From an optimization exercise on the open Yosys and OpenROAD flow, aimed at small area; shortcuts taken in it are not production practice. Function was checked by simulation only, so behaviour that the tests miss may differ from the original.

## flow/design.v (module list and top-level ports; edited modules follow where they fit)
// module multiplier: 4674 lines
// module fa_cell: 4 lines
// module fa1_cell: 4 lines
// module ha_cell: 4 lines
// module mul_unit: 48 lines
module mul_unit (
    input wire clk,
    input wire A_flag,
    input wire U_flag,
    input wire LongMul,
    input wire [31:0] Rm_data,
    input wire [31:0] Rs_data,
    input wire [31:0] Rn_data,
    input wire [31:0] RdHi_data,
    input wire [31:0] RdLo_data,
    input wire [3:0] cpsr_flags,
    output wire [31:0] result_lo,
    output wire [31:0] result_hi,
    output wire [3:0] flags_out
);
  // ...
==> flow/flow/run.sh <==
#!/bin/bash
# Standard layout, except that the port buffers are the smallest buffer cell.
set -euo pipefail
bash standard.sh "BUFFER_PORTS_ARGS=-buffer_cell sky130_fd_sc_hd__buf_1" finish > standard_flow.log 2>&1
==> flow/standard.sh <==
#!/bin/bash
# synth_recipe.tcl (not shown) runs the flow's synth.tcl, then flattens the netlist and writes it again
# the make line also repeats each setting of config.mk as NAME=value (left out here)
make -C /OpenROAD-flow-scripts/flow DESIGN_CONFIG=/design/flow/config.mk WORK_HOME=/design/flow/orfs CLKGATE_MAP_FILE= SYNTH_SCRIPT=/design/flow/synth_recipe.tcl "${@:-finish}"
==> flow/config.mk <==
export PLATFORM = sky130hd
export DESIGN_NAME = mul_unit
export DESIGN_NICKNAME = mul_unit
export VERILOG_FILES = /design/flow/design.v
export SDC_FILE = /design/flow/constraint.sdc
export NUM_CORES = 4
export LEC_CHECK = 0
export ABC_AREA = 1
export CAP_MARGIN = 20
export CORE_MARGIN = 2
export CORE_UTILIZATION = 40
export CTS_BUF_LIST = sky130_fd_sc_hd__clkbuf_8
export SLEW_MARGIN = 20
export SYNTH_HIERARCHICAL = 1
export SYNTH_MINIMUM_KEEP_SIZE = 0
==> flow/constraint.sdc <==
create_clock -name core_clock -period 14.0 [get_ports {clk}]
set_input_delay 2.8000 -clock core_clock [delete_from_list [all_inputs] [get_ports {clk}]]
set_output_delay 2.8000 -clock core_clock [all_outputs]
set_load 0.01 [all_outputs]
==> impl_metrics.prom, run 1 <==
# TYPE chip_impl_metric gauge
chip_impl_info{name="status",value="finished with violations"} 1
chip_impl_info{name="violatedChecks",value="negative setup slack"} 1
chip_impl_info{name="layout_commonest_cell",value="xor2_1"} 1
chip_impl_metric{name="synthAdderAreaFrac",unit="%"} 45.8
chip_impl_metric{name="cts.repair.resized",unit=""} 50
chip_impl_metric{name="met2RoutedLength",unit="um"} 44900
chip_impl_metric{name="timing.final.crit_share",unit="%"} 123
chip_impl_info{name="setup.worst_path.start",value="Rs_data[1]"} 1
chip_impl_info{name="path_class",value="input pin to flip-flop"} 1
chip_impl_info{name="worstSetupStartpointType",value="input pin"} 1
chip_impl_metric{name="met2_usage",unit="%"} 44.1
chip_impl_metric{name="clock_insertion_delay_worst_skew",unit="ns"} 0.58
chip_impl_metric{name="multi_input_gates",unit=""} 2207
chip_impl_metric{name="grt_use_met3",unit="%"} 7.04
chip_impl_metric{name="initial_core_utilization",unit="%"} 40.5
chip_impl_metric{name="floorplan.die.height",unit="um"} 268
chip_impl_info{name="maxUsedRoutingLayer",value="met4"} 1
chip_impl_metric{name="cts.path.max_buffers",unit=""} 2
chip_impl_metric{name="port-buffer-count",unit=""} 232
chip_impl_metric{name="final_critical_path_setup_slack",unit="ns"} -3.22
chip_impl_metric{name="clkSlewWorstSetupHoldPaths",unit="ns"} 0.12
chip_impl_metric{name="max_freq",unit="GHz"} 0.0581
chip_impl_metric{name="layout.nonclk_buf_share",unit="%"} 9.07
chip_impl_metric{name="final.min_clock_period",unit="ns"} 17.22
chip_impl_metric{name="max_stage_delay",unit="ns"} 0.47
chip_impl_metric{name="drc",unit=""} 0
chip_impl_metric{name="die_area",unit="sq um"} 71800
chip_impl_metric{name="synth_compound_gate_area_share",unit="%"} 12.1
chip_impl_info{name="min_path_type",value="flip-flop to flip-flop"} 1
chip_impl_metric{name="max_cap_violations",unit=""} 0
chip_impl_metric{name="ff2ff_setup_slack",unit="ns"} 13.55
chip_impl_metric{name="multi_input_comb_area",unit="sq um"} 23600
chip_impl_metric{name="synth_edf_count",unit=""} 0
chip_impl_info{name="cts_root_buffer",value="clkbuf_8"} 1
chip_impl_metric{name="drt-pass1-iter-count",unit=""} 6
chip_impl_metric{name="timing.final.setup_violations",unit=""} 35
chip_impl_metric{name="num_vias",unit=""} 23000
chip_impl_metric{name="placementRows",unit=""} 96
chip_impl_metric{name="fraction_of_standard_cell_area_in_multi_input_logic",unit="%"} 75.3
chip_impl_info{name="cp-end-kind",value="flip-flop"} 1
==> run 2, diff against run 1 <==
--- a/flow/config.mk
+++ b/flow/config.mk
@@ -11,3 +11,2 @@
 export CORE_UTILIZATION = 40
-export CTS_BUF_LIST = sky130_fd_sc_hd__clkbuf_8
 export SLEW_MARGIN = 20
==> impl_metrics.prom, run 2 <==
# TYPE chip_impl_metric gauge
chip_impl_info{name="status",value="finished with violations"} 1
chip_impl_metric{name="final.min_clock_period",unit="ns"} 17.31
chip_impl_metric{name="mean_instance_size_in_the_synthesized_netlist",unit="sq um"} 9.85
chip_impl_info{name="yosys.cell_count.top_type",value="xor2_1"} 1
chip_impl_metric{name="drt_iter0_drc",unit=""} 2340
chip_impl_metric{name="drc",unit=""} 0
chip_impl_metric{name="max_slew.worst_pin.slew",unit="ns"} 0.975
chip_impl_metric{name="ant_nets",unit=""} 0
chip_impl_metric{name="setup_tns",unit="ns"} -82.62
chip_impl_metric{name="grt_max_degree",unit=""} 66
chip_impl_metric{name="stdcell_area",unit="sq um"} 31500
chip_impl_metric{name="routedWlPerCell",unit="um"} 24.3
chip_impl_info{name="cp-end-kind",value="flip-flop"} 1
chip_impl_metric{name="fin_nets",unit=""} 3856
chip_impl_metric{name="antenna_violations_before_repair",unit=""} 0
chip_impl_metric{name="place.gp.congestion",unit=""} 0.982
chip_impl_metric{name="antenna-diode-count",unit=""} 0
chip_impl_metric{name="die_w",unit="um"} 268
chip_impl_metric{name="maxSlewViolCount",unit=""} 0
chip_impl_metric{name="final_critical_path_setup_slack",unit="ns"} -3.31
chip_impl_info{name="layout_top_registers",value="res_q x64, res_qq x64"} 1
chip_impl_metric{name="synth.top_cell.area_share",unit="%"} 40.1
chip_impl_metric{name="grt_overflow",unit=""} 0
chip_impl_info{name="tritoncts",value="done"} 1
chip_impl_metric{name="global_route.usage.total",unit="%"} 27.1
chip_impl_metric{name="timing_hold_violations_final",unit=""} 0
chip_impl_metric{name="yosys_register_bits",unit=""} 134
chip_impl_metric{name="place.detailed.instances",unit=""} 3901
chip_impl_metric{name="placement.cell_area",unit="sq um"} 30500
chip_impl_metric{name="clkSlewWorstSetupHoldPaths",unit="ns"} 0.08
chip_impl_info{name="mostFrequentLayoutCells",value="xor2_1, fa_1, o22ai_1, buf_4, buf_1"} 1
chip_impl_info{name="most_used_dff_post_synth",value="dfxtp_1"} 1
chip_impl_metric{name="max_freq",unit="GHz"} 0.0578
chip_impl_metric{name="fin_skew",unit="ns"} 0.0175
chip_impl_metric{name="port-buffer-count",unit=""} 232
chip_impl_metric{name="timing.final.crit_share",unit="%"} 124
chip_impl_info{name="rsz0062_at_grt",value="yes"} 1
chip_impl_info{name="cell_type_contributing_the_most_total_cell_area_after_synthesis",value="fa_1"} 1
chip_impl_metric{name="synthCells",unit=""} 2832
chip_impl_info{name="cts_root_buffer",value="clkbuf_16"} 1
chip_impl_metric{name="final_util",unit="%"} 45.8
chip_impl_metric{name="max-slew-margin-rel",unit="%"} 34.9
chip_impl_metric{name="max_stage_delay",unit="ns"} 0.52
chip_impl_metric{name="placementRows",unit=""} 96
chip_impl_metric{name="deepest_level_of_the_cts_h_tree",unit=""} 4
chip_impl_metric{name="die_area",unit="sq um"} 71800
chip_impl_metric{name="post_synth_num_cell_types",unit=""} 29
chip_impl_metric{name="worstPathMaxFanout",unit=""} 4
chip_impl_info{name="violatedChecks",value="negative setup slack"} 1
chip_impl_metric{name="clock_sink_count",unit=""} 134
chip_impl_metric{name="grt_pass1_wl",unit="um"} 147000
chip_impl_metric{name="post_route_cells_drive_above_1_share",unit="%"} 15.0
chip_impl_metric{name="clock_insertion_delay_worst_skew",unit="ns"} 0.49
chip_impl_metric{name="worst-endpoint-arrival",unit="ns"} 17.68
chip_impl_metric{name="cp.required",unit="ns"} 14.37
chip_impl_metric{name="cts.path.max_buffers",unit=""} 2
chip_impl_metric{name="ioPinCount",unit=""} 236
chip_impl_info{name="synth_area_leaders",value="fa_1, xor2_1, o22ai_1"} 1
chip_impl_metric{name="num_vias",unit=""} 23200
chip_impl_info{name="crit_top_cell",value="fa_2"} 1
chip_impl_info{name="worstSetupStartpointType",value="input pin"} 1
chip_impl_info{name="path_class",value="input pin to flip-flop"} 1
chip_impl_metric{name="first_global_vias",unit=""} 24900
chip_impl_metric{name="finalWirelength",unit="um"} 96100
chip_impl_info{name="min_path_type",value="flip-flop to flip-flop"} 1
chip_impl_metric{name="design.core.area",unit="sq um"} 68800
chip_impl_metric{name="synth_edf_count",unit=""} 0
chip_impl_metric{name="hpwl",unit="um"} 71700
chip_impl_info{name="layout_commonest_cell",value="xor2_1"} 1
chip_impl_metric{name="routed_via_density",unit=""} 5.87
chip_impl_metric{name="area_growth_from_synthesis_to_layout",unit="%"} 13.1
chip_impl_metric{name="tritoncts.num_buffers",unit=""} 17
chip_impl_metric{name="postCtsHoldBufs",unit=""} 0
chip_impl_metric{name="synth_warnings",unit=""} 7
chip_impl_metric{name="finish.cell_count_without_fillers",unit=""} 3947
chip_impl_metric{name="yosysSeqAreaShare",unit="%"} 9.62
chip_impl_metric{name="initial_core_utilization",unit="%"} 40.5
chip_impl_metric{name="async_flop_share",unit="%"} 0
chip_impl_metric{name="netlist_area",unit="sq um"} 27900
chip_impl_info{name="ys_top_cells_by_count",value="xor2_1, fa_1, o22ai_1, clkbuf_1, inv_1"} 1
chip_impl_metric{name="max_cap_violations",unit=""} 0
chip_impl_metric{name="timing.final.setup_violations",unit=""} 36
chip_impl_metric{name="floorplan.die.height",unit="um"} 268
chip_impl_metric{name="drt-pass1-iter-count",unit=""} 8
chip_impl_info{name="critical-path-slowest-cell",value="fa_1"} 1
[run 2: cell counts after synthesis]
No cell type changed its count.
[run 2: stage by stage]
step	hold WS, ns	setup WS [ns]
floorplan	0.310	-3.42
global placement	0.311	-4.21
detailed placement	0.312	-4.18
CTS	0.315	-3.40
global route	0.329	-3.87
finish	0.309	-3.31
[run 2: Yosys stat by module (local to each module, per instance)]
module | area, sq um | times used | flip-flops and latches | cells inside
multiplier | 13100 | 1 | 0 | 2028
mul_unit | 2940 | 1 | 134 | 196
fa_cell | 20.0 | 559 | 0 | 1
ha_cell | 12.5 | 49 | 0 | 1
[run 2: kinds of logic after synthesis]
kind of cell,after synthesis,share of synthesized area (%)
buffers and inverters,506,7.70
xor gates and xnor gates,587,18.4
muxes,15,0.538
AOI/OAI and AO/OA,544,12.1
other,1,0.0134
and+or+nand+nor,360,5.86
DFF,134,9.62
adders and majority gates,685,45.8
[run 2: layout make-up]
type,instances,area (sq um)
clock inverters,14,181
flip-flops and latches,134,2680
clock buffers,18,439
fillers,6490,37300
well taps,931,1160
multi-input cells,2207,23600
inverters,161,609
repair buffers,482,2840
[run 2: path summary, 6_finish.rpt]
check | start | to | slack (ns) | cells after the start
max reg2reg | res_q[48] | res_qq[48] | 13.56 | 0
min | res_q[32] | res_qq[32] | 0.31 | 0
min reg2reg | res_q[32] | res_qq[32] | 0.31 | 0
max | Rs_data[1] | res_q[63] | -3.31 | 73
[run 2: repair_timing]
action	4_1_cts	5_1_grt
pin swaps	11	14
gates resized for setup	50	24
setup buffers	9	11
setup endpoints to repair	36	37
cloned	0	0
[run 2: worst max-delay path: cells and delay by family]
family,cells,cell delay [ns]
and+or+nand+nor,32,2.01
buffers and inverters,3,0.19
adders and majority gates,35,12.21
xor gates and xnor gates,3,0.45
[run 2: layer usage]
layer	wire (um)	vias up	GRT usage (%)
met5	0	-	0
met4	3810	0	11.8
met3	10000	279	6.82
met2	45200	1523	44.0
met1	37000	11700	34.3
li1	-	9664	-

[static timing again, ports no longer ideal]
In the flow no input, the clock included, has a driving cell. The finished layouts below were timed again as built, in two steps.
Step 1, drivers: a clkbuf_16 drives clk and a buf_2 each remaining input, both assumed.
Step 2, shift: input delay + t, output delay - t, t = (earliest + latest rising clock arrival at the registers) / 2. This alone moves slack from input paths to output paths.
Slacks: ideal ports / drivers / drivers and shift; pairs: ideal ports / drivers.
run | t (ns) | setup WS [ns] | hold slack, ns
run 1 | 0.623 | -3.216 / -3.210 / -3.833 | 0.300 / 0.300 / 0.300
run 2 | 0.546 | -3.306 / -3.297 / -3.843 | 0.309 / 0.309 / 0.309
For run 1, which loses most, drivers alone change the setup slack by +0.006 ns; drivers and shift together by -0.617 ns.
